What follows belongs to an exercise in optimizing a design on an open flow for small area; a production flow would make more cautious choices. Where RTL was checked, it was by simulation tests only, not by an equivalence proof against the original. No functional check of the RTL was part of run 5. No activity file was given, so power comes from the tool's default toggle rates.

===== flow/design.v =====
module Freqdiv(
    input Clk,
    input Clear,
    output Tick
    );
    localparam [13:0] INV = 14'h2AAA;
    localparam [13:0] RST = 14'h0001 ^ INV;
    reg [13:0] p;
    wire [13:0] s = p ^ INV;
    wire z = ~|s[12:0];
    wire f = s[13] ^ s[12] ^ s[11] ^ s[1] ^ z;
    always @(posedge Clk)
        if (Clear) p <= RST;
        else       p <= {s[12:0], f} ^ INV;
    assign Tick = z & ~s[13];
endmodule
module PBdeb(
    input Clk,
    input Clear,
    input Tick,
    input reset_pb,
    output reset_deb
    );
    reg FF1, FF2, FF3;
    always @(posedge Clk)
        if (Clear) begin
            FF1 <= 1'b0; FF2 <= 1'b0; FF3 <= 1'b0;
        end else if (Tick) begin
            FF1 <= reset_pb; FF2 <= FF1; FF3 <= FF2;
        end
    assign reset_deb = FF1 & FF2 & ~FF3;
endmodule
module VGA_CTRL(
    input CLK_65MHz,
    input Clear,
    output HSync,
    output VSync,
    output VideoOn,
    output reg [7:0] HCount,
    output reg [6:0] VCount
    );
    function [7:0] inc8;
        input [7:0] a;
        input ci;
        integer i;
        reg c;
        begin
            c = ci;
            for (i = 0; i < 8; i = i + 1) begin
                inc8[i] = a[i] ^ c;
                c = a[i] & c;
            end
        end
    endfunction
    wire hend = HCount[7] & HCount[5] & HCount[2] & HCount[1] & HCount[0];    
    wire vend = VCount[6] & VCount[5] & VCount[2];                             
    wire [7:0] hinc = inc8(HCount, 1'b1);
    wire [7:0] vinc = inc8({1'b0, VCount}, hend);
    always @(posedge CLK_65MHz)
        if (Clear | hend) HCount <= 8'd0;
        else              HCount <= hinc;
    always @(posedge CLK_65MHz)
        if (Clear | (hend & vend)) VCount <= 7'd0;
        else                       VCount <= vinc[6:0];
    assign HSync = HCount[7] | HCount[6] | HCount[5] | (HCount[4] & (|HCount[3:0]));   
    assign VSync = |VCount;
    wire h_ge38  = HCount[7] | HCount[6] | (HCount[5] & (HCount[4] | HCount[3] | (HCount[2] & HCount[1])));
    wire h_ge165 = HCount[7] & HCount[5] & HCount[2] & (HCount[1] | HCount[0]);
    wire v_ge5   = VCount[6] | VCount[5] | VCount[4] | VCount[3] | (VCount[2] & (VCount[1] | VCount[0]));
    assign VideoOn = h_ge38 & ~h_ge165 & v_ge5 & ~vend;
endmodule
module VGA_Graphic(
    input CLK_65MHz,
    input Clear,
    input GameOn,
    input VideoOn,
    input GameStartdb,
    input Bar_up,
    input Bar_down,
    input [7:0] HCount,
    input [6:0] VCount,
    output [3:0] Red,
    output [3:0] Green,
    output [3:0] Blue
    );
    function [17:0] addf;
        input [16:0] a, b;
        input ci;
        integer i;
        reg c;
        begin
            c = ci;
            for (i = 0; i < 17; i = i + 1) begin
                addf[i] = a[i] ^ b[i] ^ c;
                c = (a[i] & b[i]) | (c & (a[i] | b[i]));
            end
            addf[17] = c;
        end
    endfunction
    function carry;
        input [16:0] a, b;
        input ci;
        integer i;
        reg c;
        begin
            c = ci;
            for (i = 0; i < 17; i = i + 1)
                c = (a[i] & b[i]) | (c & (a[i] | b[i]));
            carry = c;
        end
    endfunction
    reg        game_stop;
    reg [6:0]  bv;
    reg [15:0] bs;
    reg [7:0]  nbh;
    reg [16:0] nbvp;
    reg        hneg, vneg;
    reg [2:0]  hmag, vel;
    reg [1:0]  hit;
    wire refresh = ~|HCount & ~|VCount;
    wire atwall = ~nbh[7] | (~nbh[6] & ~nbh[5] & ~nbh[4] & ~nbh[3] & ~nbh[2] & ~nbh[1]);
    wire atbar  = nbh[7] & nbh[6] & (nbh[5] | (nbh[4] & (nbh[3] | (&nbh[2:0]))));
    wire hit2 = hit[0] & atwall & refresh;
    reg [1:0] hit_ns;
    always @(*)
        if (hit[1])                         hit_ns = 2'd0;
        else if (atwall && refresh)         hit_ns = {hit[0], ~hit[0]};
        else if (game_stop || GameStartdb)  hit_ns = 2'd0;
        else                                hit_ns = hit;
    wire G = GameStartdb | game_stop;
    wire [15:0] bs_eff = (G & ~hit2) ? 16'd12 : bs;
    wire [17:0] sh_w = addf({10'd0, bv}, {1'b0, bs_eff}, 1'b0);
    wire [15:0] sh = sh_w[15:0];                     
    wire sh_hi0 = ~|sh[15:6];
    wire sh_le49 = ~sh[5] | ~sh[4] | (~sh[3] & ~sh[2] & (~sh[1] | ~sh[0]));    
    wire sh_le52 = ~sh[5] | ~sh[4] | (~sh[3] & (~sh[2] | ~|sh[1:0]));          
    wire sh_ge3  = |sh[5:2] | (sh[1] & sh[0]);
    wire down_ok = sh_hi0 & (hit2 ? (sh_ge3 & sh_le52) : sh_le49);
    wire up_mv = Bar_up & refresh & (|bv[6:2] | (bv[1] & bv[0]));          
    wire dn_mv = Bar_down & refresh & down_ok & ~up_mv;
    wire [17:0] bv_a = addf({10'd0, bv}, {10'd0, {5{up_mv}}, dn_mv, up_mv | dn_mv}, 1'b0);
    wire [6:0] bv_ns = (game_stop | ~GameOn) ? 7'd6 : bv_a[6:0];
    wire below = ~carry({1'b0, sh}, {1'b1, nbvp[16:1]}, 1'b1);
    wire [17:0] ab = addf({10'd0, bv}, {10'd0, nbvp[7:1]}, 1'b0);
    wire above = &nbvp[16:8] & ab[7] & |ab[6:1];
    wire miss = below | above;
    wire [17:0] bh_a = addf({9'd0, nbh}, {9'd0, {4{refresh & ~hneg}}, {3{refresh}} & (hmag ^ {3{~hneg}}), refresh}, 1'b0);
    wire [17:0] bvp_a = addf(nbvp, {{14{refresh & ~vneg}}, refresh & vneg, refresh & ~vneg, refresh}, 1'b0);
    always @(posedge CLK_65MHz) begin
        if (Clear | game_stop) begin
            nbh <= ~8'd56; nbvp <= ~17'd25;
        end else begin
            nbh  <= bh_a[7:0];
            nbvp <= bvp_a[16:0];
        end
    end
    always @(posedge CLK_65MHz) begin
        if (Clear) begin
            hneg <= 1'b0; hmag <= 3'd2; vneg <= 1'b0;
        end else if (atwall) begin
            hneg <= 1'b1; hmag <= vel;
        end else if (atbar && !miss) begin
            hneg <= 1'b0; hmag <= vel;
        end else if (&nbvp[16:3] & ~(~nbvp[2] & (~nbvp[1] | ~nbvp[0])))    
            vneg <= 1'b0;
        else if (~&nbvp[16:7] | (~nbvp[6] & ~nbvp[5]))                      
            vneg <= 1'b1;
    end
    always @(posedge CLK_65MHz) begin
        if (Clear) vel <= 3'd2;
        else if (hit[1]) vel <= {vel[2] ^ (vel[1] & vel[0]), vel[1] ^ vel[0], ~vel[0]};
        else if (G) vel <= 3'd2;
    end
    wire [17:0] bs_d = addf({1'b0, bs}, {1'b0, {14{hit2}}, 1'b0, hit2}, 1'b0);
    always @(posedge CLK_65MHz) begin
        if (Clear) begin
            hit <= 2'd0; bs <= 16'd12; bv <= 7'd6;
        end else begin
            hit <= hit_ns;
            bs  <= (G & ~hit2) ? 16'd12 : bs_d[15:0];
            bv  <= bv_ns;
        end
    end
    always @(posedge CLK_65MHz)
        if (Clear)                 game_stop <= 1'b1;
        else if (atbar && miss)    game_stop <= 1'b1;
        else if (GameStartdb)      game_stop <= 1'b0;
        else if (!GameOn)          game_stop <= 1'b1;
    wire [17:0] hd = addf({9'd0, HCount}, {9'd0, nbh}, 1'b0);           
    wire ball_h_on = hd[8] & ~|hd[7:2] & ~(hd[1] & hd[0]);
    wire [17:0] vd = addf({10'd0, VCount}, {10'd0, nbvp[6:0]}, 1'b0);   
    wire ball_v_on = &nbvp[16:7] & vd[7] & ~|vd[6:2] & ~(vd[1] & vd[0]);
    wire BallOn = ball_h_on & ball_v_on;
    wire bar_top = carry({10'd0, VCount}, {9'h1FF, ~bv, 1'b1}, 1'b0);
    wire bar_bot = ~sh_hi0 | carry({10'd0, sh[5:0], 1'b0}, {10'h3FF, ~VCount}, 1'b1);
    wire BarOn  = ~HCount[7] & ~HCount[6] & ~(HCount[5] & (HCount[4] | HCount[3])) & bar_top & bar_bot;    
    wire WallOn = HCount[7] & ~|HCount[6:3] & ((HCount[2] & ~(HCount[1] & HCount[0])) | (~HCount[2] & HCount[1] & HCount[0]));
    wire R = VideoOn & (~GameOn | BallOn | ~(BarOn | WallOn));
    wire Gr = VideoOn & (~GameOn | ~(BallOn | BarOn | WallOn));
    wire B = VideoOn & (~GameOn | (~BallOn & (BarOn | WallOn)));
    assign Red = {4{R}};
    assign Green = {4{Gr}};
    assign Blue = {4{B}};
endmodule
module TopVGAGame(
    input CLK_65MHz,
    input Clear,
    input GameOn,
    input GameStart,
    input Bar_up,
    input Bar_down,
    output HSync,
    output VSync,
    output [3:0] Red,
    output [3:0] Green,
    output [3:0] Blue
    );
    wire [7:0] HCount;
    wire [6:0] VCount;
    wire Tick, GameStartdb, VideoOn;
    Freqdiv F1(.Clk(CLK_65MHz), .Clear(Clear), .Tick(Tick));
    PBdeb P1(.Clk(CLK_65MHz), .Clear(Clear), .Tick(Tick), .reset_pb(GameStart), .reset_deb(GameStartdb));
    VGA_CTRL V1(.CLK_65MHz(CLK_65MHz), .Clear(Clear), .HSync(HSync), .VSync(VSync),
                .VideoOn(VideoOn), .HCount(HCount), .VCount(VCount));
    VGA_Graphic V2(.CLK_65MHz(CLK_65MHz), .Clear(Clear), .GameOn(GameOn), .VideoOn(VideoOn),
                   .GameStartdb(GameStartdb), .Bar_up(Bar_up), .Bar_down(Bar_down),
                   .HCount(HCount), .VCount(VCount), .Red(Red), .Green(Green), .Blue(Blue));
endmodule

===== flow/flow/run.sh =====
#!/bin/bash
# Own flow: the standard layout and standard synthesis, except that
#  - yosys's extract_fa step is skipped, so adders stay plain logic for abc, and
#  - the final abc technology mapping runs flow/abc.script (an area-oriented
#    script) in place of ORFS's abc_area.script.
# Registers are mapped before either step, so they are the standard ones.
# Port buffers use the smallest buffer cell.
# make's output goes to standard.log; ORFS keeps each step's log under orfs/logs.
set -euo pipefail
D=$(pwd)
{
  echo "proc extract_fa {args} { }"
  echo "proc abc {args} {"
  echo "  set i [lsearch -exact \$args -script]"
  echo "  if { \$i >= 0 } { set args [lreplace \$args [expr {\$i + 1}] [expr {\$i + 1}] $D/flow/abc.script] }"
  echo "  yosys abc {*}\$args"
  echo "}"
  cat synth_recipe.tcl
} > synth_abc.tcl
bash standard.sh SYNTH_SCRIPT="$D/synth_abc.tcl" BUFFER_PORTS_ARGS="-buffer_cell sky130_fd_sc_hd__buf_1" CTS_ARGS="-sink_clustering_enable -buf_list {sky130_fd_sc_hd__clkbuf_2 sky130_fd_sc_hd__clkbuf_4 sky130_fd_sc_hd__clkbuf_8} -root_buf sky130_fd_sc_hd__clkbuf_8 -tree_buf sky130_fd_sc_hd__clkbuf_8 -repair_clock_nets" finish > standard.log 2>&1

===== flow/standard.sh =====
#!/bin/bash
# synth_recipe.tcl (not shown) runs the flow's synth.tcl, then flattens the netlist and writes it again
# the make line also repeats each setting of config.mk as NAME=value (left out here)
make -C /OpenROAD-flow-scripts/flow DESIGN_CONFIG=/design/flow/config.mk WORK_HOME=/design/flow/orfs CLKGATE_MAP_FILE= SYNTH_SCRIPT=/design/flow/synth_recipe.tcl "${@:-finish}"

===== flow/constraint.sdc =====
create_clock -name core_clock -period 15.4 [get_ports {CLK_65MHz}]
set_input_delay 3.0800 -clock core_clock [delete_from_list [all_inputs] [get_ports {CLK_65MHz}]]
set_output_delay 3.0800 -clock core_clock [all_outputs]
set_load 0.01 [all_outputs]

===== flow/flow/abc.script =====
strash
&get -n
&deepsyn -T 60
&put
strash
&get -n
&st
&dch -f
&nf -R 1000 -F 16 -A 8 -C 32
&put
topo
dnsize -c

===== flow/config.mk =====
export PLATFORM = sky130hd
export DESIGN_NAME = TopVGAGame
export DESIGN_NICKNAME = TopVGAGame
export VERILOG_FILES = /design/flow/design.v
export SDC_FILE = /design/flow/constraint.sdc
export NUM_CORES = 4
export LEC_CHECK = 0
export ABC_AREA = 1
export CAP_MARGIN = 20
export CORE_MARGIN = 2
export CORE_UTILIZATION = 80
export SLEW_MARGIN = 20

==> impl_metrics.csv, run 1 <==
group,metric,value,unit
floorplan,io_pins,20,
global_routing,globalRouteOverflowTotal,0,
cells_and_area,final_common_cell,"dfxtp_1",
cells_and_area,regArea,1820,sq um
logic_synthesis,ys_warn_count,4,
placed_design,place_congestion,0.991,
cells_and_area,diodes,0,
sta,max_freq,88.0,MHz
cells_and_area,drive_gt1_share,2.71,%
logic_synthesis,ys_async_sr_fraction,0,%
route,drt_iter0_drc,872,
worst_setup_path,crit_fanout,15,
route,final_antenna_net_count,0,
power_and_ir_drop,pwr-share-comb,5.3,%
cells_and_area,multi_input_comb_area,2990,sq um
sta,fin_setup_tns,0,ns
worst_setup_path,cp_common_cell,"a21oi_1",
route,drt-pass1-iter-count,6,
logic_synthesis,syn_inst,638,
floorplan,chipHeight,82.6,microns
route,avgRoutedWirePerCell,17.9,microns
global_routing,grt_pass1_vias,4508,
worst_setup_path,worst_setup_path_start_kind,"flip-flop",
logic_synthesis,yosysSeqAreaShare,36.8,%
power_and_ir_drop,p_leak,0.00179,uW
cts,cts_resized,0,
floorplan,core,5960,sq um
logic_synthesis,synth_area_leader_cell,"dfxtp_1",
cts,post_cts_buffers,0,
global_routing,grt_start_max_net_pins,19,
logic_synthesis,synth_area_per_cell,7.75,sq um
cts,cts-root-buf,"clkbuf_8",
placed_design,dp.cells,722,
power_and_ir_drop,powerDensity,83.2,nW/um^2
placed_design,place_area,5040,sq um
power_and_ir_drop,total_power,436,uW
worst_setup_path,r2r-start,"V1.VCount[4]",
logic_synthesis,synth-seq-cells,91,
cts,cts_sinks,91,
logic_synthesis,synth_top_area_share,36.8,%
sta,rsz0062_at_grt,"no",
power_and_ir_drop,ir_drop,82.3,uV
worst_setup_path,worstSetupEndpointType,"output pin",
sta,slew-limit-headroom,26.7,%
floorplan,initial_core_util,83.1,%
cells_and_area,nets,664,
floorplan,die_area,6830,sq um
global_routing,antenna_found_initial,0,
cts,cts_tree,"done",
power_and_ir_drop,p_int,324,uW
power_and_ir_drop,power.switching,113,uW
sta,finalMaxSlewViolations,0,
worst_setup_path,slowest_delay,0.65,ns
worst_setup_path,cp_slowest_cell,"or4_1",
outcome,status,"complete, no violations",
worst_setup_path,timing.rr.end,"V2.bv[6]",
route,wl,13200,microns
cts,cts.htree.levels,3,
route,vias,5166,
logic_synthesis,synth_area,4950,sq um
hold_path,hp-class,"reg2reg",
cts,clkTransAtPathRegs,0.10,ns
worst_setup_path,endpoint,"Green[1]",
worst_setup_path,arrival,8.28,ns
cells_and_area,finalInstanceArea,5250,sq um
logic_synthesis,synth_ff_type,"dfxtp_1",
sta,fin_skew,0.00665,ns
cells_and_area,areaGrowthSynthToFinish,6.04,%
cts,clk_latency,0.38,ns
power_and_ir_drop,p_sw_share,25.8,%
sta,finalHoldViolCount,0,
global_routing,grt_pass1_wl,21100,microns
worst_setup_path,crit_type,"reg2out",
sta,tightest_slew,1.10,ns
sta,fin_crit_sh,73.8,%
route,drcViolationCount,0,
placed_design,portBuffers,19,
placed_design,place_hpwl,9110,microns
cells_and_area,final_cell_mix,"dfxtp_1, a21oi_1, nand2_1, o21ai_0, nor2_1",
logic_synthesis,synth_area_leaders,"dfxtp_1, xnor2_1, a21oi_1",
cts,cts_made_buffers,9,
worst_setup_path,ff2ff_path_depth,34,
cts,hold_buffers,0,
cells_and_area,final_util,88.1,%
route,vias_per_cell,7.00,
sta,min_period,11.36,ns
cts,clockBufferDepth,2,
sta,setup_viol,0,
power_and_ir_drop,p_seq_share,55.0,%
job,maxCapViolCount,0,
cells_and_area,stdcell_count,738,
floorplan,num_rows,28,
logic_synthesis,synth_edf_count,0,
power_and_ir_drop,pwr-share-clk,39.7,%
logic_synthesis,synth_cell_type_count,45,
global_routing,grt.total_usage,40.6,%
worst_setup_path,r2r_slack,6.64,ns
floorplan,dieWidth,82.6,microns
cells_and_area,filler_cell_count,312,
logic_synthesis,synth_nets,644,
worst_setup_path,crit_start,"V1.VCount[4]",
worst_setup_path,worstPathRequired,12.32,ns
## cell type report
class,count,share of cell area (%)
multi-input combinational,523,57.0
sequential,91,34.7
clock buffer,9,2.36
tap,75,1.79
timing repair buffer,21,1.65
clock inverter,7,1.62
inverter,12,0.859
## state kept, by name, summed over array words and instances (netlist names)
name and cells:
V2.nbvp 17, V2.bs 16, F1.p 14, V1.HCount 8, V2.nbh 8, V1.VCount 7, V2.bv 7, V2.hmag 3
V2.vel 3, V2.hit 2, P1.FF1 1, P1.FF2 1, P1.FF3 1, V2.game_stop 1, V2.hneg 1, V2.vneg 1
## power groups by stage
stage	clock network, uW	logic, uW	registers [uW]
2_1_floorplan	0	16.0	245
3_3_place_gp	0	20.8	245
3_5_place_dp	0	21.7	245
4_1_cts	171	22.3	240
5_1_grt	180	25.5	240
6_report	173	23.3	240
## synthesized netlist by cell type (4+ instances only)
master and number:
nor2b_1 4, buf_4 12, o21ai_0 67, a21oi_1 74
nor4_1 8, nor3_1 23, o21a_1 5, xnor2_1 44
or3_1 9, nand2_1 73, maj3_1 11, or2_0 8
dfxtp_1 91, nor3b_1 5, nor2_1 66, xor2_1 15
clkinv_1 12, a31oi_1 4, nand4_1 6, and3_1 12
or4_1 7, o22ai_1 9, a211oi_1 6, and2_0 8
nand3_1 20, o211ai_1 4, a22oi_1 5
## logic make-up (layout without fill, tap and decap cells)
group,Yosys count,after routing,share of synthesized area [%]
adder cells (fa/ha/maj),11,11,2.23
AND/OR/NAND/NOR,254,254,24.4
multiplexers,3,3,0.632
XOR/XNOR,59,59,10.4
buffers and inverters,24,49,2.73
AO/OA/AOI/OAI,196,196,22.8
flip-flops,91,91,36.8
## metrics by stage
step | worst slack [ns] | hold slack, ns
3_3_place_gp | 5.28 | 0.363
2_1_floorplan | 5.48 | 0.358
6_report | 4.04 | 0.391
5_1_grt | 3.35 | 0.407
4_1_cts | 4.33 | 0.393
3_5_place_dp | 4.86 | 0.364
## metal layers
layer	wire (microns)	track usage, %	part of all wire (%)	up-vias
li1	-	-	-	2364
met1	5240	52.2	40	2353
met2	5980	64.1	45	366
met3	1370	9.24	10	83
met4	650	20.0	4.9	0
met5	0	0	0	-
## how the worst min path moves through the flow
stage	from	to	slack, ns	cells after the start
2_1_floorplan	F1.p[4]	F1.p[5]	0.36	1
3_3_place_gp	F1.p[8]	F1.p[9]	0.36	1
3_5_place_dp	F1.p[10]	F1.p[11]	0.36	1
4_1_cts	F1.p[10]	F1.p[11]	0.39	1
5_1_grt	F1.p[10]	F1.p[11]	0.41	1
6_report	F1.p[8]	F1.p[9]	0.39	1
## critical path: cells and delay by family (launching register included)
family                     cells  cell delay (ns)
and+or+nand+nor               16             4.56
AOI/OAI and AO/OA              9             1.43
xor gates and xnor gates       3             0.69
DFF                            1             0.44
buffers and inverters          2             0.39
adders and majority gates      1             0.39
==> run 2, diff against run 1 <==
--- a/flow/design.v
+++ b/flow/design.v
@@ -38,5 +38,11 @@
     output VideoOn,
-    output reg [7:0] HCount,
-    output reg [6:0] VCount
-    );
+    output [7:0] HCount,
+    output [6:0] VCount
+    );
+    localparam [7:0] M_H = 8'h00;
+    localparam [6:0] M_V = 7'h00;
+    reg [7:0] h_q;
+    reg [6:0] v_q;
+    assign HCount = h_q ^ M_H;
+    assign VCount = v_q ^ M_V;
     function [7:0] inc8;
@@ -59,7 +65,7 @@
     always @(posedge CLK_65MHz)
-        if (Clear | hend) HCount <= 8'd0;
-        else              HCount <= hinc;
+        if (Clear | hend) h_q <= M_H;
+        else              h_q <= hinc ^ M_H;
     always @(posedge CLK_65MHz)
-        if (Clear | (hend & vend)) VCount <= 7'd0;
-        else                       VCount <= vinc[6:0];
+        if (Clear | (hend & vend)) v_q <= M_V;
+        else                       v_q <= vinc[6:0] ^ M_V;
     assign HSync = HCount[7] | HCount[6] | HCount[5] | (HCount[4] & (|HCount[3:0]));   
@@ -111,10 +117,27 @@
     endfunction
-    reg        game_stop;
-    reg [6:0]  bv;
-    reg [15:0] bs;
-    reg [7:0]  nbh;
-    reg [16:0] nbvp;
-    reg        hneg, vneg;
-    reg [2:0]  hmag, vel;
-    reg [1:0]  hit;
+    localparam [6:0]  M_BV   = 7'h7f;
+    localparam [15:0] M_BS   = 16'hffff;
+    localparam [7:0]  M_BH   = 8'h00;
+    localparam [16:0] M_BVP  = 17'h1ffff;
+    localparam [2:0]  M_HMAG = 3'h0;
+    localparam [2:0]  M_VEL  = 3'h0;
+    localparam [1:0]  M_HIT  = 2'h0;
+    localparam [3:0]  M_MISC = 4'h0;    
+    reg        game_stop_q, hneg_q, vneg_q;
+    reg [6:0]  bv_q;
+    reg [15:0] bs_q;
+    reg [7:0]  nbh_q;
+    reg [16:0] nbvp_q;
+    reg [2:0]  hmag_q, vel_q;
+    reg [1:0]  hit_q;
+    wire       game_stop = game_stop_q ^ M_MISC[0];
+    wire       hneg = hneg_q ^ M_MISC[1];
+    wire       vneg = vneg_q ^ M_MISC[2];
+    wire [6:0]  bv   = bv_q ^ M_BV;
+    wire [15:0] bs   = bs_q ^ M_BS;
+    wire [7:0]  nbh  = nbh_q ^ M_BH;
+    wire [16:0] nbvp = nbvp_q ^ M_BVP;
+    wire [2:0]  hmag = hmag_q ^ M_HMAG;
+    wire [2:0]  vel  = vel_q ^ M_VEL;
+    wire [1:0]  hit  = hit_q ^ M_HIT;
     wire refresh = ~|HCount & ~|VCount;
@@ -150,6 +173,6 @@
         if (Clear | game_stop) begin
-            nbh <= ~8'd56; nbvp <= ~17'd25;
+            nbh_q <= ~8'd56 ^ M_BH; nbvp_q <= ~17'd25 ^ M_BVP;
         end else begin
-            nbh  <= bh_a[7:0];
-            nbvp <= bvp_a[16:0];
+            nbh_q  <= bh_a[7:0] ^ M_BH;
+            nbvp_q <= bvp_a[16:0] ^ M_BVP;
         end
@@ -158,25 +181,36 @@
         if (Clear) begin
-            hneg <= 1'b0; hmag <= 3'd2; vneg <= 1'b0;
+            hneg_q <= M_MISC[1]; hmag_q <= 3'd2 ^ M_HMAG; vneg_q <= M_MISC[2];
         end else if (atwall) begin
-            hneg <= 1'b1; hmag <= vel;
+            hneg_q <= ~M_MISC[1]; hmag_q <= vel ^ M_HMAG;
         end else if (atbar && !miss) begin
-            hneg <= 1'b0; hmag <= vel;
+            hneg_q <= M_MISC[1]; hmag_q <= vel ^ M_HMAG;
         end else if (&nbvp[16:3] & ~(~nbvp[2] & (~nbvp[1] | ~nbvp[0])))    
-            vneg <= 1'b0;
+            vneg_q <= M_MISC[2];
         else if (~&nbvp[16:7] | (~nbvp[6] & ~nbvp[5]))                      
-            vneg <= 1'b1;
-    end
-    always @(posedge CLK_65MHz) begin
-        if (Clear) vel <= 3'd2;
-        else if (hit[1]) vel <= {vel[2] ^ (vel[1] & vel[0]), vel[1] ^ vel[0], ~vel[0]};
-        else if (G) vel <= 3'd2;
-    end
-    wire [17:0] bs_d = addf({1'b0, bs}, {1'b0, {14{hit2}}, 1'b0, hit2}, 1'b0);
+            vneg_q <= ~M_MISC[2];
+    end
+    always @(posedge CLK_65MHz) begin
+        if (Clear) vel_q <= 3'd2 ^ M_VEL;
+        else if (hit[1]) vel_q <= {vel[2] ^ (vel[1] & vel[0]), vel[1] ^ vel[0], ~vel[0]} ^ M_VEL;
+        else if (G) vel_q <= 3'd2 ^ M_VEL;
+    end
+    reg [15:0] bs_d;
+    reg        br;
+    integer k;
+    always @(*) begin
+        bs_d[0] = bs[0] ^ hit2;
+        bs_d[1] = bs[1] ^ (hit2 & bs[0]);
+        br = hit2 & ~(bs[1] & bs[0]);
+        for (k = 2; k < 16; k = k + 1) begin
+            bs_d[k] = bs[k] ^ br;
+            br = br & ~bs[k];
+        end
+    end
     always @(posedge CLK_65MHz) begin
         if (Clear) begin
-            hit <= 2'd0; bs <= 16'd12; bv <= 7'd6;
+            hit_q <= M_HIT; bs_q <= 16'd12 ^ M_BS; bv_q <= 7'd6 ^ M_BV;
         end else begin
-            hit <= hit_ns;
-            bs  <= (G & ~hit2) ? 16'd12 : bs_d[15:0];
-            bv  <= bv_ns;
+            hit_q <= hit_ns ^ M_HIT;
+            bs_q <= ((G & ~hit2) ? 16'd12 : bs_d[15:0]) ^ M_BS;
+            bv_q <= bv_ns ^ M_BV;
         end
@@ -184,6 +218,6 @@
     always @(posedge CLK_65MHz)
-        if (Clear)                 game_stop <= 1'b1;
-        else if (atbar && miss)    game_stop <= 1'b1;
-        else if (GameStartdb)      game_stop <= 1'b0;
-        else if (!GameOn)          game_stop <= 1'b1;
+        if (Clear)                 game_stop_q <= ~M_MISC[0];
+        else if (atbar && miss)    game_stop_q <= ~M_MISC[0];
+        else if (GameStartdb)      game_stop_q <= M_MISC[0];
+        else if (!GameOn)          game_stop_q <= ~M_MISC[0];
     wire [17:0] hd = addf({9'd0, HCount}, {9'd0, nbh}, 1'b0);           
==> flow/flow/run.sh (replaced) <==
#!/bin/bash
# Own flow: the standard layout (standard synthesis unchanged), with the
# port buffers made of the smallest buffer cell and larger clock-sink clusters.
# Each tool's output goes to standard.log in this folder.
set -euo pipefail
bash standard.sh BUFFER_PORTS_ARGS="-buffer_cell sky130_fd_sc_hd__buf_1" \
  CTS_ARGS="-sink_clustering_enable -sink_clustering_size 40 -sink_clustering_max_diameter 300 -buf_list sky130_fd_sc_hd__clkbuf_8 -repair_clock_nets" \
  finish > standard.log 2>&1
removed: flow/flow/abc.script
==> impl_metrics.csv, run 2 <==
group,metric,value,unit
logic_synthesis,ys_async_sr_fraction,0,%
worst_setup_path,ff2ff_path_depth,43,
logic_synthesis,synth_ff_type,"dfxtp_1",
logic_synthesis,yosysSeqAreaShare,32.9,%
outcome,status,"complete, no violations",
logic_synthesis,ys_warn_count,4,
sta,setup_viol,0,
power_and_ir_drop,p_int,322,uW
placed_design,portBuffers,19,
floorplan,core,6760,sq um
global_routing,globalRouteOverflowTotal,0,
power_and_ir_drop,powerDensity,78.6,nW/um^2
power_and_ir_drop,p_seq_share,52.6,%
floorplan,io_pins,20,
cts,cts_tree,"done",
cells_and_area,filler_cell_count,393,
worst_setup_path,r2r_slack,6.44,ns
cells_and_area,areaGrowthSynthToFinish,4.91,%
hold_path,hp-class,"reg2reg",
sta,min_period,10.51,ns
placed_design,place_ws,5.43,ns
sta,fin_crit_sh,68.3,%
cts,hold_buffers,0,
global_routing,grt_pass1_wl,19200,microns
worst_setup_path,slowest_delay,0.43,ns
worst_setup_path,arrival,7.43,ns
floorplan,dieWidth,87.2,microns
logic_synthesis,synth_top_area_share,32.9,%
sta,fin_skew,0.0167,ns
cts,clkTransAtPathRegs,0.11,ns
route,vias_per_cell,5.75,
logic_synthesis,syn_inst,635,
cts,clockBufferDepth,2,
route,vias,4211,
worst_setup_path,cp_common_cell,"ha_1",
logic_synthesis,synth_area,5530,sq um
sta,tightest_slew,0.671,ns
placed_design,place_congestion,0.955,
worst_setup_path,worstPathRequired,12.32,ns
sta,fin_ws,4.89,ns
cts,post_cts_buffers,0,
logic_synthesis,synth-seq-cells,91,
logic_synthesis,synth_most_common_cell,"inv_1",
logic_synthesis,synth_cell_type_count,43,
cells_and_area,diodes,0,
logic_synthesis,synth_nets,735,
route,drt_iter0_drc,285,
cells_and_area,largest_register_ffs,17,
floorplan,num_rows,30,
worst_setup_path,timing.rr.end,"V2.bv_q[6]",
global_routing,grt_start_max_net_pins,22,
logic_synthesis,synth_area_leaders,"dfxtp_1, fa_1, ha_1",
cells_and_area,final_common_cell,"inv_1",
route,drt-pass1-iter-count,5,
route,drcViolationCount,0,
cells_and_area,nets,747,
route,avgRoutedWirePerCell,15.7,microns
logic_synthesis,synth_edf_count,0,
power_and_ir_drop,pwr-share-comb,11.4,%
worst_setup_path,r2r-start,"V1.h_q[0]",
floorplan,die_area,7600,sq um
power_and_ir_drop,p_sw_share,29.4,%
cts,cts-root-buf,"clkbuf_8",
global_routing,antenna_found_initial,0,
sta,fin_setup_tns,0,ns
worst_setup_path,worstSetupEndpointType,"output pin",
route,wl,11500,microns
logic_synthesis,synth_area_per_cell,8.71,sq um
worst_setup_path,crit_fanout,15,
logic_synthesis,synth_common_cells,"inv_1, dfxtp_1, nor2_1",
cells_and_area,final_cell_mix,"inv_1, dfxtp_1, nor2_1, nand2_1, fa_1",
job,maxCapViolCount,0,
cts,cts_resized,0,
cells_and_area,drive_gt1_share,8.74,%
placed_design,place_hpwl,8850,microns
worst_setup_path,cp.depth,34,
global_routing,grt_pass1_vias,4306,
floorplan,chipHeight,87.2,microns
cts,cts_made_buffers,9,
cts,clk_latency,0.38,ns
power_and_ir_drop,ir_drop,79.9,uV
sta,finalHoldViolCount,0,
floorplan,initial_core_util,81.9,%
power_and_ir_drop,power.switching,134,uW
cells_and_area,reg.largest.list,"V2.nbvp_q: 17 flops, V2.bs_q: 16 flops, F1.p: 14 flops",
power_and_ir_drop,pwr-share-clk,35.9,%
logic_synthesis,synth_area_leader_cell,"dfxtp_1",
worst_setup_path,critPathBufInv,5,
worst_setup_path,crit_type,"reg2out",
global_routing,grt.total_usage,33.2,%
sta,slew-limit-headroom,55.2,%
cells_and_area,top_register,"V2.nbvp_q",
cts,cts_sinks,91,
cts,cts.htree.levels,3,
sta,finalMaxSlewViolations,0,
worst_setup_path,critPathTopFamily,"adder cells",
worst_setup_path,endpoint,"Red[1]",
route,final_antenna_net_count,0,
power_and_ir_drop,p_leak,0.00264,uW
worst_setup_path,crit_start,"V1.h_q[0]",
worst_setup_path,worst_setup_path_start_kind,"flip-flop",
worst_setup_path,cp_slowest_cell,"dfxtp_1",
sta,max_freq,95.1,MHz
sta,rsz0062_at_grt,"no",
## run 2: power groups by stage
| stage | logic (uW) | registers (uW) | clock network, uW |
|---|---|---|---|
| global placement | 47.8 | 245 | 0 |
| CTS | 52.8 | 240 | 164 |
| finish | 52.2 | 240 | 164 |
| detailed placement | 52.2 | 246 | 0 |
| global route | 61.5 | 241 | 173 |
| floorplan | 39.8 | 245 | 0 |
## run 2: area by class of cell
type	instances	area [sq um]	share of cell area [%]
flip-flops and latches	91	1820	31.4
clock buffers	9	124	2.13
repair buffers	21	86.3	1.49
clock inverters	7	78.8	1.36
inverters	109	409	7.05
multi-input cells	415	3180	54.9
well taps	80	100	1.72
## run 2: kinds of logic after synthesis
kind of cell	synth area share [%]
AND/OR/NAND/NOR	20.2
buffers and inverters	9.57
adder cells (fa/ha/maj)	28.2
flip-flops	32.9
AO/OA/AOI/OAI	6.45
XOR/XNOR	2.69
## run 2: worst min-delay path by stage
stage                        from  endpoint  cells past startpoint
after floorplan           F1.p[4]   F1.p[5]                      1
after detailed placement  F1.p[6]   F1.p[7]                      1
final                     F1.p[4]   F1.p[5]                      1
after global placement    F1.p[4]   F1.p[5]                      1
after CTS                 F1.p[4]   F1.p[5]                      1
after global routing      F1.p[4]   F1.p[5]                      1
## run 2: stage by stage
stage                     total power [uW]  hold WS, ns  cell area [sq um]  utilization [%]  instances
final                                  456        0.403               5800             85.9        732
after global routing                   475        0.423               5800             85.9        732
after CTS                              457        0.406               5800             85.9        732
after detailed placement               298        0.374               5600             82.9        716
after global placement                 293        0.369               5600             82.9        716
after floorplan                        285        0.366               5530                -        635
## run 2: metal layers
layer | share of wire, % | vias up | GRT usage [%]
met5 | 0 | - | 0
met4 | 4.5 | 0 | 16.2
met3 | 5.6 | 54 | 6.82
met2 | 50 | 144 | 57.9
met1 | 40 | 2001 | 39.0
li1 | - | 2012 | -
==> run 3, diff against run 2 <==
==> flow/run.sh (new file) <==
#!/bin/bash
# synth_recipe.tcl (not shown) runs the flow's synth.tcl, then flattens the netlist and writes it again
# the make line also repeats each setting of config.mk as NAME=value (left out here)
make -C /OpenROAD-flow-scripts/flow DESIGN_CONFIG=/design/flow/config.mk WORK_HOME=/design/flow/orfs CLKGATE_MAP_FILE= SYNTH_SCRIPT=/design/flow/synth_recipe.tcl finish
removed: flow/flow/run.sh
removed: flow/standard.sh
==> impl_metrics.csv, run 3 <==
group,metric,value,unit
cts,cts_sinks,91,
cells_and_area,top_register,"V2.nbvp_q",
floorplan,core,6760,sq um
sta,fin_skew,0.0100,ns
global_routing,grt_pass1_vias,4604,
sta,slew-limit-headroom,40.9,%
cts,post_cts_buffers,0,
worst_setup_path,crit_fanout,15,
worst_setup_path,cp_common_cell,"ha_1",
route,final_antenna_net_count,0,
cts,clk_latency,0.38,ns
cells_and_area,diodes,0,
sta,finalHoldViolCount,0,
cts,hold_buffers,0,
route,vias,4393,
floorplan,num_rows,30,
route,avgRoutedWirePerCell,17.2,microns
logic_synthesis,synth_area,5530,sq um
logic_synthesis,synth_cell_type_count,43,
logic_synthesis,synth_edf_count,0,
logic_synthesis,synth_area_leaders,"dfxtp_1, fa_1, ha_1",
floorplan,die_area,7600,sq um
logic_synthesis,syn_inst,635,
floorplan,initial_core_util,81.9,%
logic_synthesis,synth_top_area_share,32.9,%
cts,cts_tree,"done",
cells_and_area,drive_gt1_share,8.60,%
logic_synthesis,synth-seq-cells,91,
sta,finalMaxSlewViolations,0,
logic_synthesis,synth_area_per_cell,8.71,sq um
cells_and_area,areaGrowthSynthToFinish,6.97,%
logic_synthesis,synth_common_cells,"inv_1, dfxtp_1, nor2_1",
global_routing,grt.total_usage,36.4,%
cells_and_area,reg.largest.list,"V2.nbvp_q: 17 flops, V2.bs_q: 16 flops, F1.p: 14 flops",
cts,clkTransAtPathRegs,0.11,ns
worst_setup_path,critPathTopFamily,"adder cells",
floorplan,dieWidth,87.2,microns
placed_design,portBuffers,19,
logic_synthesis,synth_most_common_cell,"inv_1",
cts,cts.htree.levels,3,
route,vias_per_cell,6.01,
worst_setup_path,worst_setup_path_start_kind,"flip-flop",
logic_synthesis,yosysSeqAreaShare,32.9,%
cells_and_area,final_cell_mix,"inv_1, dfxtp_1, nor2_1, nand2_1, fa_1",
logic_synthesis,synth_ff_type,"dfxtp_1",
power_and_ir_drop,ir_drop,62.5,uV
worst_setup_path,worstPathRequired,12.32,ns
sta,fin_setup_tns,0,ns
worst_setup_path,arrival,7.89,ns
worst_setup_path,critPathBufInv,5,
route,drcViolationCount,0,
route,drt_iter0_drc,337,
logic_synthesis,synth_nets,735,
placed_design,place_ws,5.09,ns
worst_setup_path,worstSetupEndpointType,"output pin",
logic_synthesis,ys_warn_count,4,
worst_setup_path,crit_type,"reg2out",
sta,max_freq,91.2,MHz
logic_synthesis,synth_area_leader_cell,"dfxtp_1",
worst_setup_path,cp_slowest_cell,"clkdlybuf4s50_1",
route,wl,12500,microns
global_routing,grt_start_max_net_pins,22,
logic_synthesis,ys_async_sr_fraction,0,%
cells_and_area,nets,746,
placed_design,place_hpwl,9220,microns
outcome,status,"complete, no violations",
sta,min_period,10.97,ns
sta,whs,0.400,ns
worst_setup_path,slowest_delay,0.60,ns
route,drt-pass1-iter-count,6,
global_routing,globalRouteOverflowTotal,0,
global_routing,grt_pass1_wl,21100,microns
placed_design,place_congestion,0.926,
power_and_ir_drop,p_leak,0.00269,uW
floorplan,chipHeight,87.2,microns
power_and_ir_drop,powerDensity,78.0,nW/um^2
hold_path,hp-class,"reg2reg",
cells_and_area,final_common_cell,"inv_1",
sta,tightest_slew,0.884,ns
sta,fin_crit_sh,71.2,%
cts,cts_resized,0,
job,maxCapViolCount,0,
sta,fin_ws,4.43,ns
cells_and_area,final_util,87.6,%
sta,rsz0062_at_grt,"no",
floorplan,io_pins,20,
sta,setup_viol,0,
cts,cts_made_buffers,9,
global_routing,antenna_found_initial,0,
cells_and_area,largest_register_ffs,17,
cts,clockBufferDepth,2,
cts,cts-root-buf,"clkbuf_8",
-- run 3: cell count changes in the layout (fill, tap and decap cells not counted), sizes merged --
cell / previous run / this run
clkdlybuf4s50: 0 / 19
clkinv: 6 / 7
inv: 110 / 109
buf: 21 / 1
-- run 3: layer usage --
| layer | global-route usage (%) | up-vias | routed length, microns |
|---|---|---|---|
| li1 | - | 2015 | - |
| met1 | 43.8 | 2089 | 4790 |
| met2 | 63.6 | 218 | 6340 |
| met3 | 6.45 | 71 | 863 |
| met4 | 16.9 | 0 | 557 |
| met5 | 0 | - | 0 |
-- run 3: per-stage QoR --
stage / cells / area, sq um / total power (uW)
4_1_cts: 731 / 5920 / 459
6_report: 731 / 5920 / 461
5_1_grt: 731 / 5920 / 478
2_1_floorplan: 635 / 5530 / 285
3_5_place_dp: 715 / 5710 / 298
3_3_place_gp: 715 / 5710 / 294
-- run 3: worst register-to-register path, delay by kind of cell (launching register included) --
family / cells / cell delay [ns]
and+or+nand+nor: 12 / 1.41
adders and majority gates: 22 / 6.08
DFF: 1 / 0.42
xor gates and xnor gates: 2 / 0.34
buffers and inverters: 7 / 0.61
-- run 3: area by class of cell --
class	count	area, sq um
Inverter	109	409
Sequential cell	91	1820
Timing Repair Buffer	20	198
Clock buffer	9	124
Tap cell	80	100
Multi-Input combinational cell	415	3180
Fill cell	340	838
Clock inverter	7	81.3
-- run 3: cells by family after synthesis --
kind of cell | Yosys count | share of synthesized area, %
simple gates | 246 | 20.2
buf+inv | 129 | 9.57
fa+ha+maj | 94 | 28.2
flops | 91 | 32.9
compound gates | 58 | 6.45
xor+xnor | 17 | 2.69
-- run 3: power breakdown --
group | switching (uW) | leakage (uW) | internal [uW]
clock | 102 | 0.000103 | 64.5
combinational | 34.0 | 0.00185 | 20.7
sequential | 2.36 | 0.000736 | 238
-- run 3: path summary, 6_finish.rpt --
path | depth (start not counted) | slack [ns] | start | endpoint
setup reg to reg | 43 | 6.39 | V1.h_q[0] | V2.bv_q[6]
hold / removal | 1 | 0.40 | F1.p[4] | F1.p[5]
setup / recovery | 34 | 4.43 | V1.h_q[0] | Green[3]
hold reg to reg | 1 | 0.40 | F1.p[4] | F1.p[5]
==> run 4, diff against run 3 <==
==> flow/flow/run.sh (new file) <==
#!/bin/bash
# Own flow: the standard layout (standard synthesis unchanged), with the
# port buffers made of the smallest buffer cell. Each tool's output goes to
# standard.log in this folder.
set -euo pipefail
bash standard.sh BUFFER_PORTS_ARGS="-buffer_cell sky130_fd_sc_hd__buf_1" finish > standard.log 2>&1
==> flow/standard.sh (new file) <==
#!/bin/bash
# synth_recipe.tcl (not shown) runs the flow's synth.tcl, then flattens the netlist and writes it again
# the make line also repeats each setting of config.mk as NAME=value (left out here)
make -C /OpenROAD-flow-scripts/flow DESIGN_CONFIG=/design/flow/config.mk WORK_HOME=/design/flow/orfs CLKGATE_MAP_FILE= SYNTH_SCRIPT=/design/flow/synth_recipe.tcl "${@:-finish}"
removed: flow/run.sh
==> impl_metrics.csv, run 4 <==
group,metric,value,unit
outcome,status,"complete, no violations",
cells_and_area,finalInstanceArea,5800,sq um
worst_setup_path,worst_setup_path_start_kind,"flip-flop",
sta,finalHoldViolCount,0,
floorplan,dieWidth,87.2,microns
cells_and_area,top_register,"V2.nbvp_q",
logic_synthesis,synthAdderAreaFrac,28.2,%
cts,cts_resized,0,
floorplan,chipHeight,87.2,microns
route,avgRoutedWirePerCell,15.7,microns
cts,cts-root-buf,"clkbuf_8",
sta,fin_setup_tns,0,ns
power_and_ir_drop,ir_drop,79.9,uV
placed_design,portBuffers,19,
cells_and_area,final_common_cell,"inv_1",
logic_synthesis,synth_ff_type,"dfxtp_1",
worst_setup_path,crit_start,"V1.h_q[0]",
placed_design,place_congestion,0.955,
worst_setup_path,cp_common_cell,"ha_1",
route,vias_per_cell,5.75,
power_and_ir_drop,pwr-share-comb,11.4,%
power_and_ir_drop,power.switching,134,uW
logic_synthesis,synth_area_leader_cell,"dfxtp_1",
floorplan,io_pins,20,
job,maxCapViolCount,0,
power_and_ir_drop,total_power,456,uW
sta,whs,0.403,ns
floorplan,die_area,7600,sq um
worst_setup_path,crit_fanout,15,
worst_setup_path,r2r-start,"V1.h_q[0]",
cts,cts_sinks,91,
logic_synthesis,synth_compound_area_share,6.45,%
worst_setup_path,worstPathRequired,12.32,ns
worst_setup_path,worstSetupEndpointType,"output pin",
sta,finalMaxSlewViolations,0,
route,drt-pass1-iter-count,5,
route,drcViolationCount,0,
cts,clk_latency,0.38,ns
cells_and_area,filler_cell_count,393,
logic_synthesis,ys_async_sr_fraction,0,%
cells_and_area,nets,747,
global_routing,grt_start_max_net_pins,22,
logic_synthesis,synth_most_common_cell,"inv_1",
power_and_ir_drop,powerDensity,78.6,nW/um^2
logic_synthesis,synth_area_leaders,"dfxtp_1, fa_1, ha_1",
sta,slew-limit-headroom,55.2,%
logic_synthesis,syn_inst,635,
logic_synthesis,synth-simple-area-share,20.2,%
floorplan,core,6760,sq um
logic_synthesis,synth_edf_count,0,
logic_synthesis,synthMuxAreaShare,0,%
route,vias,4211,
cts,post_cts_buffers,0,
logic_synthesis,synth_nets,735,
sta,tightest_slew,0.671,ns
power_and_ir_drop,pwr-share-clk,35.9,%
logic_synthesis,synth_xor_area_share,2.69,%
global_routing,grt_pass1_wl,19200,microns
cells_and_area,drive_gt1_share,8.74,%
floorplan,initial_core_util,81.9,%
logic_synthesis,synth_area_per_cell,8.71,sq um
sta,setup_viol,0,
cells_and_area,final_cell_mix,"inv_1, dfxtp_1, nor2_1, nand2_1, fa_1",
global_routing,grt.total_usage,33.2,%
cts,hold_buffers,0,
logic_synthesis,synth_common_cells,"inv_1, dfxtp_1, nor2_1",
route,wl,11500,microns
cts,clkTransAtPathRegs,0.11,ns
cts,clockBufferDepth,2,
placed_design,place_area,5600,sq um
worst_setup_path,critPathBufInv,5,
logic_synthesis,synth_area,5530,sq um
placed_design,place_hpwl,8850,microns
power_and_ir_drop,p_sw_share,29.4,%
global_routing,globalRouteOverflowTotal,0,
logic_synthesis,ys_warn_count,4,
logic_synthesis,synth_top_family_by_area,"adder cells",
logic_synthesis,synth-seq-cells,91,
route,final_antenna_net_count,0,
cells_and_area,areaGrowthSynthToFinish,4.91,%
sta,min_period,10.51,ns
cts,cts_tree,"done",
worst_setup_path,slowest_delay,0.43,ns
global_routing,antenna_found_initial,0,
worst_setup_path,crit_type,"reg2out",
logic_synthesis,synth_top_area_share,32.9,%
cells_and_area,diodes,0,
cts,cts.htree.levels,3,
worst_setup_path,critPathTopFamily,"adder cells",
power_and_ir_drop,p_leak,0.00264,uW
logic_synthesis,synth_cell_type_count,43,
worst_setup_path,cp_slowest_cell,"dfxtp_1",
hold_path,hp-class,"reg2reg",
worst_setup_path,r2r_slack,6.44,ns
sta,fin_crit_sh,68.3,%
cells_and_area,largest_register_ffs,17,
global_routing,grt_pass1_vias,4306,
sta,max_freq,95.1,MHz
sta,rsz0062_at_grt,"no",
power_and_ir_drop,p_seq_share,52.6,%
worst_setup_path,arrival,7.43,ns
sta,fin_skew,0.0167,ns
route,drt_iter0_drc,285,
cells_and_area,reg.largest.list,"V2.nbvp_q: 17 flops, V2.bs_q: 16 flops, F1.p: 14 flops",
power_and_ir_drop,p_int,322,uW
cts,cts_made_buffers,9,
floorplan,num_rows,30,
logic_synthesis,yosysSeqAreaShare,32.9,%
hold_path,worstHoldStart,"F1.p[4]",
## run 4: cell counts after synthesis
No cell type changed its count.
## run 4: kinds of logic (layout without fill, tap and decap cells)
group / Yosys count / after routing
and+or+nand+nor: 246 / 246
buffers and inverters: 129 / 146
adders and majority gates: 94 / 94
DFF: 91 / 91
AOI/OAI and AO/OA: 58 / 58
xor gates and xnor gates: 17 / 17
## run 4: per-stage QoR
stage	worst slack [ns]	cells	util, %
after CTS	4.93	732	85.9
after detailed placement	5.43	716	82.9
after floorplan	5.87	635	-
after global placement	5.81	716	82.9
after global routing	4.44	732	85.9
final	4.89	732	85.9
## run 4: routing by layer
metal  vias to the layer above  global-route usage, %  share of wire, %
met5                         -                      0                 0
met2                       144                   57.9                50
met1                      2001                   39.0                40
met3                        54                   6.82               5.6
li1                       2012                      -                 -
met4                         0                   16.2               4.5
## run 4: final timing paths
| check | end | cells after the start |
|---|---|---|
| min | F1.p[5] | 1 |
| max reg2reg | V2.bv_q[6] | 43 |
| max | Red[1] | 34 |
| min reg2reg | F1.p[5] | 1 |
## run 4: area by class of cell
type                       count  area (sq um)  area share (%)
clock buffer                   9           124            2.13
timing repair buffer          21          86.3            1.49
clock inverter                 7          78.8            1.36
tap                           80           100            1.72
inverter                     109           409            7.05
sequential                    91          1820            31.4
multi-input combinational    415          3180            54.9
## run 4: power by group through the flow
stage,logic (uW),registers [uW],clock network (uW)
finish,52.2,240,164
global route,61.5,241,173
CTS,52.8,240,164
detailed placement,52.2,246,0
global placement,47.8,245,0
floorplan,39.8,245,0
==> run 5, diff against run 4 <==
--- a/flow/design.v
+++ b/flow/design.v
@@ -117,3 +117,3 @@
     endfunction
-    localparam [6:0]  M_BV   = 7'h7f;
+    localparam [6:0]  M_BV   = 7'h00;
     localparam [15:0] M_BS   = 16'hffff;
@@ -122,3 +122,3 @@
     localparam [2:0]  M_HMAG = 3'h0;
-    localparam [2:0]  M_VEL  = 3'h0;
+    localparam [2:0]  M_VEL  = 3'h7;
     localparam [1:0]  M_HIT  = 2'h0;
--- a/flow/config.mk
+++ b/flow/config.mk
@@ -10,3 +10,3 @@
 export CORE_MARGIN = 2
-export CORE_UTILIZATION = 80
+export CORE_UTILIZATION = 85
 export SLEW_MARGIN = 20
==> impl_metrics.csv, run 5 <==
group,metric,value,unit
logic_synthesis,synth_area_leader_cell,"dfxtp_1",
sta,tightest_slew,1.18,ns
global_routing,grt_pass1_vias,4943,
worst_setup_path,r2r_slack,6.39,ns
placed_design,dp.cells,731,
worst_setup_path,worstSetupEndpointType,"output pin",
logic_synthesis,synth_nets,752,
hold_path,worstHoldStart,"F1.p[4]",
route,vias,4677,
cts,clk_latency,0.39,ns
placed_design,place_congestion,0.989,
global_routing,antenna_found_initial,0,
global_routing,grt_pass1_wl,23600,microns
logic_synthesis,synthMuxAreaShare,0,%
logic_synthesis,syn_inst,652,
floorplan,io_pins,20,
cts,clkTransAtPathRegs,0.12,ns
cts,cts.htree.levels,3,
logic_synthesis,synth_top_family_by_area,"adder cells",
worst_setup_path,cp_common_cell,"ha_1",
route,avgRoutedWirePerCell,18.9,microns
cts,hold_buffers,0,
worst_setup_path,cp_slowest_cell,"fa_1",
cells_and_area,regArea,1820,sq um
cells_and_area,final_cell_mix,"inv_1, nor2_1, dfxtp_1, nand2_1, fa_1",
cells_and_area,largest_register_ffs,17,
logic_synthesis,synth_cell_type_count,47,
logic_synthesis,synth_area_leaders,"dfxtp_1, fa_1, ha_1",
cells_and_area,multi_input_comb_area,3220,sq um
cts,cts_sinks,91,
route,wl,14100,microns
route,drt_iter0_drc,514,
sta,max_freq,94.7,MHz
cells_and_area,nets,765,
logic_synthesis,synth_edf_count,0,
cells_and_area,reg.largest.list,"V2.nbvp_q: 17 flops, V2.bs_q: 16 flops, F1.p: 14 flops",
logic_synthesis,synth-seq-cells,91,
logic_synthesis,synth_area,5630,sq um
route,drcViolationCount,0,
cts,cts_tree,"done",
sta,fin_skew,0.0215,ns
placed_design,portBuffers,19,
global_routing,grt_start_max_net_pins,22,
worst_setup_path,arrival,7.48,ns
hold_path,hp-class,"reg2reg",
logic_synthesis,synth_xor_area_share,2.62,%
power_and_ir_drop,powerDensity,80.0,nW/um^2
power_and_ir_drop,ir_drop,92.4,uV
logic_synthesis,ys_warn_count,4,
global_routing,grt.total_usage,42.0,%
route,final_antenna_net_count,0,
hold_path,whs_endpoint,"F1.p[5]",
cts,cts_made_buffers,9,
floorplan,num_rows,29,
logic_synthesis,synth_common_cells,"inv_1, nor2_1, dfxtp_1",
worst_setup_path,timing.rr.end,"V2.bv_q[6]",
outcome,status,"complete, no violations",
floorplan,dieWidth,85.4,microns
cells_and_area,diodes,0,
cells_and_area,filler_cell_count,248,
route,vias_per_cell,6.26,
worst_setup_path,critPathBufInv,5,
logic_synthesis,synth_compound_area_share,6.61,%
sta,min_period,10.56,ns
cts,clockBufferDepth,2,
worst_setup_path,crit_fanout,15,
worst_setup_path,slowest_delay,0.43,ns
cells_and_area,top_register,"V2.nbvp_q",
logic_synthesis,ys_async_sr_fraction,0,%
sta,setup_viol,0,
sta,slew-limit-headroom,19.5,%
logic_synthesis,synth-simple-area-share,20.3,%
placed_design,place_hpwl,9530,microns
logic_synthesis,synth_most_common_cell,"inv_1",
cts,cts_resized,0,
sta,fin_setup_tns,0,ns
floorplan,core,6390,sq um
cts,cts-root-buf,"clkbuf_8",
power_and_ir_drop,p_leak,0.00272,uW
worst_setup_path,worstPathRequired,12.32,ns
cells_and_area,drive_gt1_share,7.76,%
worst_setup_path,worst_setup_path_start_kind,"flip-flop",
cells_and_area,areaGrowthSynthToFinish,4.98,%
logic_synthesis,synth_ff_type,"dfxtp_1",
worst_setup_path,ff2ff_path_depth,43,
cells_and_area,stdcell_count,747,
cts,post_cts_buffers,0,
sta,finalHoldViolCount,0,
global_routing,globalRouteOverflowTotal,0,
route,drt-pass1-iter-count,6,
floorplan,die_area,7280,sq um
hold_path,hold_path_depth,1,
worst_setup_path,crit_type,"reg2out",
floorplan,initial_core_util,88.1,%
job,maxCapViolCount,0,
logic_synthesis,synth_area_per_cell,8.63,sq um
logic_synthesis,synth_top_area_share,32.4,%
logic_synthesis,synthAdderAreaFrac,27.7,%
logic_synthesis,yosysSeqAreaShare,32.4,%
floorplan,chipHeight,85.4,microns
worst_setup_path,r2r-start,"V1.h_q[1]",
sta,rsz0062_at_grt,"no",
cells_and_area,final_common_cell,"inv_1",
sta,fin_crit_sh,68.5,%
sta,finalMaxSlewViolations,0,
worst_setup_path,critPathTopFamily,"adder cells",
[run 5: cells by family (layout without fill, tap and decap cells)]
group | after synthesis | count (layout)
adder cells (fa/ha/maj) | 94 | 94
buffers and inverters | 138 | 156
AND/OR/NAND/NOR | 251 | 251
AO/OA/AOI/OAI | 62 | 62
flip-flops | 91 | 91
XOR/XNOR | 16 | 16
[run 5: how the worst max path moves through the flow]
stage              start       end  slack, ns  cells after the start
5_1_grt        V1.h_q[1]    Red[1]       4.47                     37
3_5_place_dp   V1.h_q[1]    Red[1]       5.60                     37
2_1_floorplan  V1.h_q[1]    Red[0]       6.28                     37
4_1_cts        V1.h_q[1]    Red[1]       5.00                     37
3_3_place_gp   V1.h_q[1]    Red[2]       5.91                     37
6_report       V1.h_q[1]  Green[1]       4.84                     36
[run 5: metal layers]
metal	global-route usage, %	wire length [microns]	up-vias
li1	-	-	2051
met2	71.0	6820	344
met4	22.4	767	0
met1	49.8	5140	2179
met3	10.0	1400	103
met5	0	0	-
[run 5: cell type report]
| class | instances | share of cell area [%] |
|---|---|---|
| flip-flops and latches | 91 | 30.8 |
| multi-input cells | 423 | 54.6 |
| inverters | 118 | 7.73 |
| clock inverters | 7 | 1.50 |
| clock buffers | 9 | 2.10 |
| repair buffers | 22 | 1.59 |
| well taps | 77 | 1.63 |
[run 5: power breakdown]
group          total (uW)  switching (uW)  internal, uW
registers             241            2.56           238
logic                58.1            37.3          20.8
clock network         174             107          66.2
total                 472             147           325
[run 5: metrics by stage]
step                area (sq um)  worst slack [ns]  util (%)  total power [uW]  hold WS, ns
finish                      5910              4.84      92.5               472        0.414
global route                5910              4.47      92.5               487        0.434
CTS                         5910              5.00      92.5               468        0.414
detailed placement          5690              5.60      89.1               299        0.376
global placement            5690              5.91      89.1               294        0.367
floorplan                   5630              6.28         -               286        0.361
==> run 6, diff against run 5 <==
--- a/flow/design.v
+++ b/flow/design.v
@@ -117,3 +117,3 @@
     endfunction
-    localparam [6:0]  M_BV   = 7'h00;
+    localparam [6:0]  M_BV   = 7'h7f;
     localparam [15:0] M_BS   = 16'hffff;
@@ -122,3 +122,3 @@
     localparam [2:0]  M_HMAG = 3'h0;
-    localparam [2:0]  M_VEL  = 3'h7;
+    localparam [2:0]  M_VEL  = 3'h0;
     localparam [1:0]  M_HIT  = 2'h0;
==> flow/flow/run.sh (replaced) <==
#!/bin/bash
# Own flow: the standard layout and standard synthesis, except that the
# final abc technology mapping runs flow/abc.script (an area-oriented script)
# in place of ORFS's abc_area.script; registers are mapped before abc, so they
# are unchanged. Port buffers use the smallest buffer cell.
# make's output goes to standard.log; ORFS keeps each step's log under orfs/logs.
set -euo pipefail
D=$(pwd)
{
  echo "proc abc {args} {"
  echo "  set i [lsearch -exact \$args -script]"
  echo "  if { \$i >= 0 } { set args [lreplace \$args [expr {\$i + 1}] [expr {\$i + 1}] $D/flow/abc.script] }"
  echo "  yosys abc {*}\$args"
  echo "}"
  cat synth_recipe.tcl
} > synth_abc.tcl
bash standard.sh SYNTH_SCRIPT="$D/synth_abc.tcl" BUFFER_PORTS_ARGS="-buffer_cell sky130_fd_sc_hd__buf_1" finish > standard.log 2>&1
==> flow/flow/abc.script (new file) <==
strash
&get -n
&st
&syn2
&dch -f
&nf -R 1000
&put
strash
&get -n
&st
&dch -f
&nf -R 1000
&put
topo
dnsize -c
--- a/flow/config.mk
+++ b/flow/config.mk
@@ -10,3 +10,3 @@
 export CORE_MARGIN = 2
-export CORE_UTILIZATION = 85
+export CORE_UTILIZATION = 80
 export SLEW_MARGIN = 20
==> impl_metrics.csv, run 6 <==
group,metric,value,unit
floorplan,initial_core_util,83.0,%
worst_setup_path,endpoint,"Green[0]",
worst_setup_path,ff2ff_path_depth,42,
worst_setup_path,cp_slowest_cell,"dfxtp_1",
logic_synthesis,synth_common_cells,"dfxtp_1, nor2_1, clkinv_1",
floorplan,io_pins,20,
global_routing,antenna_found_initial,0,
logic_synthesis,synth_nets,639,
sta,slew-limit-headroom,36.2,%
logic_synthesis,yosysSeqAreaShare,34.6,%
worst_setup_path,worst_setup_path_start_kind,"flip-flop",
route,vias_per_cell,6.26,
logic_synthesis,synth_area_per_cell,9.78,sq um
placed_design,dp.cells,627,
cells_and_area,final_cell_mix,"dfxtp_1, nor2_1, clkinv_1, fa_1, ha_1",
worst_setup_path,timing.rr.end,"V2.bv_q[6]",
sta,min_period,10.96,ns
cells_and_area,areaGrowthSynthToFinish,6.12,%
cts,clkTransAtPathRegs,0.11,ns
cts,cts.htree.levels,3,
sta,setup_viol,0,
cells_and_area,finalInstanceArea,5600,sq um
power_and_ir_drop,ir_drop,82.1,uV
sta,max_freq,91.2,MHz
cts,hold_buffers,0,
hold_path,worstHoldStart,"F1.p[6]",
worst_setup_path,arrival,7.88,ns
cells_and_area,drive_gt1_share,3.71,%
logic_synthesis,syn_inst,539,
logic_synthesis,ys_warn_count,4,
logic_synthesis,synth_most_common_cell,"dfxtp_1",
sta,finalMaxSlewViolations,0,
floorplan,core,6350,sq um
cts,cts_sinks,91,
cells_and_area,regArea,1820,sq um
placed_design,portBuffers,19,
sta,fin_setup_tns,0,ns
worst_setup_path,r2r-start,"V1.v_q[6]",
cells_and_area,stdcell_count,643,
worst_setup_path,crit_start,"V1.v_q[6]",
logic_synthesis,synth_area_leader_cell,"dfxtp_1",
cells_and_area,top_register,"V2.nbvp_q",
cells_and_area,final_util,88.1,%
worst_setup_path,crit_type,"reg2out",
cts,clk_latency,0.37,ns
cells_and_area,final_common_cell,"dfxtp_1",
sta,rsz0062_at_grt,"no",
placed_design,place_area,5380,sq um
cells_and_area,largest_register_ffs,17,
cts,cts-root-buf,"clkbuf_8",
power_and_ir_drop,powerDensity,79.8,nW/um^2
power_and_ir_drop,p_leak,0.00225,uW
global_routing,grt_pass1_vias,4199,
cells_and_area,diodes,0,
placed_design,place_hpwl,9000,microns
logic_synthesis,synth_area_leaders,"dfxtp_1, fa_1, ha_1",
sta,tightest_slew,0.948,ns
cts,clockBufferDepth,2,
worst_setup_path,slowest_delay,0.54,ns
cts,post_cts_buffers,0,
route,drt_iter0_drc,292,
global_routing,grt_pass1_wl,19500,microns
cts,cts_tree,"done",
global_routing,globalRouteOverflowTotal,0,
job,maxCapViolCount,0,
logic_synthesis,synth_edf_count,0,
logic_synthesis,synth-seq-cells,91,
logic_synthesis,synth_ff_type,"dfxtp_1",
logic_synthesis,synth_top_area_share,34.6,%
cells_and_area,reg.largest.list,"V2.nbvp_q: 17 flops, V2.bs_q: 16 flops, F1.p: 14 flops",
sta,finalHoldViolCount,0,
logic_synthesis,synth_area,5270,sq um
route,vias,4026,
cts,cts_resized,0,
floorplan,die_area,7260,sq um
route,avgRoutedWirePerCell,18.2,microns
logic_synthesis,synth_cell_type_count,40,
cells_and_area,nets,661,
route,wl,11700,microns
global_routing,grt.total_usage,34.6,%
global_routing,grt_start_max_net_pins,39,
cells_and_area,filler_cell_count,316,
floorplan,num_rows,29,
route,final_antenna_net_count,0,
logic_synthesis,ys_async_sr_fraction,0,%
floorplan,chipHeight,85.2,microns
worst_setup_path,crit_fanout,25,
hold_path,hp-class,"reg2reg",
worst_setup_path,r2r_slack,5.69,ns
placed_design,place_congestion,0.935,
outcome,status,"complete, no violations",
worst_setup_path,worstPathRequired,12.32,ns
worst_setup_path,worstSetupEndpointType,"output pin",
route,drcViolationCount,0,
route,drt-pass1-iter-count,5,
worst_setup_path,cp_common_cell,"ha_1",
cts,cts_made_buffers,9,
sta,fin_skew,0.0162,ns
cells_and_area,multi_input_comb_area,3140,sq um
floorplan,dieWidth,85.2,microns
sta,fin_crit_sh,71.2,%
run 6: report_power, final:
part	internal, uW	switching (uW)
clock	66.1	98.5
sequential	237	2.08
combinational	16.4	26.4
run 6: cells by family (layout without fill, tap and decap cells):
group	Yosys count	count (layout)	synth area share (%)
buffers and inverters	72	99	5.98
muxes	4	4	0.759
DFF	91	91	34.6
xor gates and xnor gates	16	16	2.66
adders and majority gates	102	102	31.1
and+or+nand+nor	187	187	16.9
AOI/OAI and AO/OA	67	67	8.07
run 6: routing by layer:
| metal | vias to the layer above | track usage, % | part of all wire, % |
|---|---|---|---|
| met2 | 182 | 60.0 | 51 |
| met4 | 0 | 17.0 | 4.5 |
| li1 | 1855 | - | - |
| met3 | 49 | 7.59 | 6.2 |
| met1 | 1940 | 40.6 | 38 |
| met5 | - | 0 | 0 |
run 6: layout make-up:
| cell class | count | share of cell area, % |
|---|---|---|
| tap | 77 | 1.72 |
| timing repair buffer | 23 | 1.81 |
| clock buffer | 9 | 2.21 |
| clock inverter | 7 | 1.59 |
| multi-input combinational | 376 | 56.1 |
| sequential | 91 | 32.6 |
| inverter | 60 | 4.03 |
run 6: worst min-delay path by stage:
stage,endpoint,cells past startpoint
floorplan,F1.p[1],1
global placement,F1.p[11],1
detailed placement,F1.p[7],1
CTS,F1.p[7],1
global route,F1.p[7],1
finish,F1.p[7],1
run 6: worst max-delay path, delay by kind of cell (launching register included):
family          cells  cell delay, ns
flops               1            0.54
compound gates      3            0.61
simple gates       11            1.68
fa+ha+maj          14            3.88
buf+inv             5            0.79
run 6: stage by stage:
| step | setup WS, ns | total power, uW | hold slack [ns] |
|---|---|---|---|
| 5_1_grt | 3.93 | 465 | 0.409 |
| 3_5_place_dp | 4.96 | 287 | 0.365 |
| 2_1_floorplan | 5.06 | 274 | 0.358 |
| 4_1_cts | 4.51 | 448 | 0.397 |
| 3_3_place_gp | 5.26 | 283 | 0.365 |
| 6_report | 4.44 | 447 | 0.397 |

## static timing again, ports no longer ideal
How much do the figures lean on ideal ports? The routed layouts below were timed once more, with nothing changed but the port constraints. Step 1 assumes that a clkbuf_16 drives the clock port and a buf_2 every other input. Step 2 also shifts input and output timing later by t, the mid clock arrival at the registers, as if the neighbouring blocks saw the same clock. Slacks: no drivers / after step 1 / after step 2; pairs: no drivers / after step 1.
| run | t, ns | slack for setup (ns) | worst register clock-pin slew, ns |
|---|---|---|---|
| run 1 | 0.403 | 4.042 / 4.012 / 4.414 | 0.10 / 0.10 |
| run 2 | 0.405 | 4.888 / 4.857 / 5.263 | 0.11 / 0.11 |
| run 3 | 0.405 | 4.434 / 4.402 / 4.807 | 0.11 / 0.11 |
| run 4 | 0.405 | 4.888 / 4.857 / 5.263 | 0.11 / 0.11 |
| run 5 | 0.413 | 4.844 / 4.814 / 5.227 | 0.12 / 0.12 |
| run 6 | 0.395 | 4.435 / 4.403 / 4.798 | 0.11 / 0.11 |
After both steps setup and hold are still met in every run listed.
